From an optimization exercise on the open Yosys and OpenROAD flow, aimed at small area; shortcuts taken in it are not production practice. Function was checked by simulation only, so behaviour that the tests miss may differ from the original. The clock port is modelled as an ideal driver, which makes a skipped or thinned clock tree look cheaper than it is; a real chip needs a root buffer or a tree. Power is estimated from default activity; no workload was simulated.

==> flow/design.v (excerpt) <==
module my_chip (
    input logic [11:0] io_in,  
    output logic [11:0] io_out,  
    input logic clock,
    input logic reset  
);
For scale: roughly 1500 um2 of cells after synthesis.
clock: 12.0 ns
lec_check: 0
cap_margin: 20
core_margin: 2
core_utilization: 40
slew_margin: 20
standard.sh (not shown) runs the stock make flow with config.mk's settings and CLKGATE_MAP_FILE= SYNTH_SCRIPT=/design/flow/synth_recipe.tcl, a recipe that flattens the netlist after the stock synthesis.
==> flow/flow/run.sh <==
#!/bin/bash
# Standard ORFS layout with two changes:
#  - synthesis maps the logic with an area-oriented ABC script (flow/abc_area.script)
#    and without the adder extraction pass; registers are mapped as in the standard flow;
#  - ports are buffered with the smallest buffer cell.
set -euo pipefail
HERE=$(pwd)
cp -r "$FLOW_HOME/scripts" "$HERE/scripts_mod"
cp "$HERE/flow/abc_area.script" "$HERE/scripts_mod/abc_area.script"
bash standard.sh SCRIPTS_DIR="$HERE/scripts_mod" ABC_AREA=1 ADDER_MAP_FILE= synth > "$HERE/synth.log" 2>&1
bash standard.sh "BUFFER_PORTS_ARGS=-buffer_cell sky130_fd_sc_hd__buf_1" CTS_BUF_LIST=sky130_fd_sc_hd__clkbuf_8 finish > "$HERE/finish.log" 2>&1
==> flow/flow/abc_area.script <==
strash
&get -n
&deepsyn -T 60
&put
dch -f
map -a
strash
dch -f
map -a
topo
Then changed:
--- a/flow/flow/run.sh
+++ b/flow/flow/run.sh
@@ -11 +11 @@
-bash standard.sh "BUFFER_PORTS_ARGS=-buffer_cell sky130_fd_sc_hd__buf_1" CTS_BUF_LIST=sky130_fd_sc_hd__clkbuf_8 finish > "$HERE/finish.log" 2>&1
+bash standard.sh "BUFFER_PORTS_ARGS=-buffer_cell sky130_fd_sc_hd__buf_1" CTS_BUF_LIST=sky130_fd_sc_hd__clkbuf_16 CTS_CLUSTER_SIZE=30 CTS_CLUSTER_DIAMETER=200 finish > "$HERE/finish.log" 2>&1
=> The changed run finished clean; global-route usage goes up by 0.34 points; die area is unchanged; synthesized area is unchanged; total power goes up by 12%; clock power goes up by 50%; non-clock buffer count is unchanged; routed wire length goes up by 1.5%; final area goes up by 2.1%; sequential power hardly moves.

---

Another version of the RTL of my_chip (not shown whole).
Size in the first run: roughly 180 cells after synthesis, about 27 flip-flops, roughly 26 I/O pins, ~1400 µm² of cells after synthesis.
Settings: LEC_CHECK=0, CAP_MARGIN=20, CORE_MARGIN=2, CORE_UTILIZATION=40, SLEW_MARGIN=20; clock period 12.0 ns.
==> flow/flow/run.sh <==
#!/bin/bash
# Standard ORFS layout (bash standard.sh) with these changes:
#  - synthesis: the ORFS synthesis script unchanged except for the logic
#    mapping step, which runs ABC with several area-oriented scripts
#    (flow/abc_multi.tcl) and keeps the smallest result, and with the adder
#    extraction pass skipped.  Flip-flops are mapped before that step, as in
#    the standard flow, so the registers are the standard synthesis's;
#  - ports are buffered with the smallest buffer cell;
#  - the clock tree: after CTS, the root buffer alone, resized, drives every
#    flip-flop (flow/clock1.tcl), so all registers see the same clock arrival;
#  - repair aims at the library's slew and capacitance limits (no extra margin).
# Each tool's output goes to its own log in this folder.
set -euo pipefail
HERE=$(pwd)
CTS="-sink_clustering_enable -repair_clock_nets -buf_list sky130_fd_sc_hd__clkbuf_8 -dont_use_dummy_load"
MARGINS="SLEW_MARGIN=0 CAP_MARGIN=0 SKIP_REPAIR_TIE_FANOUT=1"
cp -r "$FLOW_HOME/scripts" "$HERE/scripts_mod"
python3 - "$HERE/scripts_mod/synth.tcl" <<'PY'
import sys
p = sys.argv[1]
s = open(p).read()
old = "  log_cmd abc {*}$abc_args\n"
assert s.count(old) == 1
s = s.replace(old, "  source $::env(ABC_MULTI_TCL)\n")
open(p, "w").write(s)
PY
mkdir -p "$HERE/abc_multi"
for s in $(seq 1 16); do
  printf 'strash\n&get -n\n&deepsyn -T 10 -S %d\n&put\ndch -f\nmap -a\nstrash\ndch -f\nmap -a\n' "$s" > "$HERE/abc_multi/d10_$(printf %02d $s).abc"
done
for s in 1 2 3 4; do
  printf 'strash\n&get -n\n&deepsyn -T 30 -S %d\n&put\ndch -f\nmap -a\nstrash\ndch -f\nmap -a\n' "$s" > "$HERE/abc_multi/d30_$s.abc"
done
printf 'strash\nifraig\ndc2\ndch -f\nmap -a\nstrash\ndch -f\nmap -a\n' > "$HERE/abc_multi/m9.abc"
export ABC_MULTI_TCL="$HERE/flow/abc_multi.tcl"
export ABC_MULTI_DIR="$HERE/abc_multi"
bash standard.sh SCRIPTS_DIR="$HERE/scripts_mod" ABC_AREA=1 ADDER_MAP_FILE= synth > "$HERE/synth.log" 2>&1
bash standard.sh $MARGINS "BUFFER_PORTS_ARGS=-buffer_cell sky130_fd_sc_hd__buf_1" "CTS_ARGS=$CTS" cts > "$HERE/cts.log" 2>&1
RESULTS="$HERE/orfs/results/sky130hd/my_chip/base" CLOCK_ROOT_CELL=sky130_fd_sc_hd__buf_12 \
  openroad -no_init -exit "$HERE/flow/clock1.tcl" > "$HERE/clock1.log" 2>&1
bash standard.sh $MARGINS "BUFFER_PORTS_ARGS=-buffer_cell sky130_fd_sc_hd__buf_1" "CTS_ARGS=$CTS" finish > "$HERE/finish.log" 2>&1
Other scripts of this flow, unchanged in this note and not shown: flow/flow/abc_multi.tcl, flow/flow/clock1.tcl
The baseline finished with timing, DRC and antenna clean.
Change:
--- a/flow/flow/run.sh
+++ b/flow/flow/run.sh
@@ -27,6 +27,6 @@
 mkdir -p "$HERE/abc_multi"
-for s in $(seq 1 16); do
+for s in $(seq 1 32); do
   printf 'strash\n&get -n\n&deepsyn -T 10 -S %d\n&put\ndch -f\nmap -a\nstrash\ndch -f\nmap -a\n' "$s" > "$HERE/abc_multi/d10_$(printf %02d $s).abc"
 done
-for s in 1 2 3 4; do
+for s in 1 2 3 4 5 6; do
   printf 'strash\n&get -n\n&deepsyn -T 30 -S %d\n&put\ndch -f\nmap -a\nstrash\ndch -f\nmap -a\n' "$s" > "$HERE/abc_multi/d30_$s.abc"
Outcome: Clock-buffer cell count is unchanged; fmax rose by about 6.4%; total power fell by 3.6%; final cell count fell by 2.2%; wire length fell by about 1.2%; die area fell by 0.58%; sequential cell count does not change; worst setup slack improves by 0.29 ns; via count fell by about 0.56%; final area fell by 0.99%.

-- what the ideal ports hide --
No port has a modelled driver above. Below, the same layouts with a new extraction and two added sets of constraints. Step 1 assumes that a clkbuf_16 drives the clock port and a buf_2 every other input. Step 2 also shifts input and output timing later by t, the mid clock arrival at the registers, as if the neighbouring blocks saw the same clock. Slacks: no drivers / after step 1 / after step 2; pairs: no drivers / after step 1.
run	t, ns	setup WS [ns]	hold WS [ns]	worst data-port slew with drivers (ns)	cell pins on the clock port's net
the first run of note 1	0.287	6.748 / 6.724 / 7.011	0.463 / 0.463 / 0.463	0.03	1
the second run of note 1	0.288	6.770 / 6.740 / 7.028	0.460 / 0.460 / 0.460	0.03	1
the first run of note 2	0.170	7.166 / 7.134 / 7.304	0.497 / 0.497 / 0.497	0.03	1
the second run of note 2	0.169	7.456 / 7.425 / 7.594	0.491 / 0.491 / 0.491	0.03	1
After both steps every run listed still meets setup and hold.
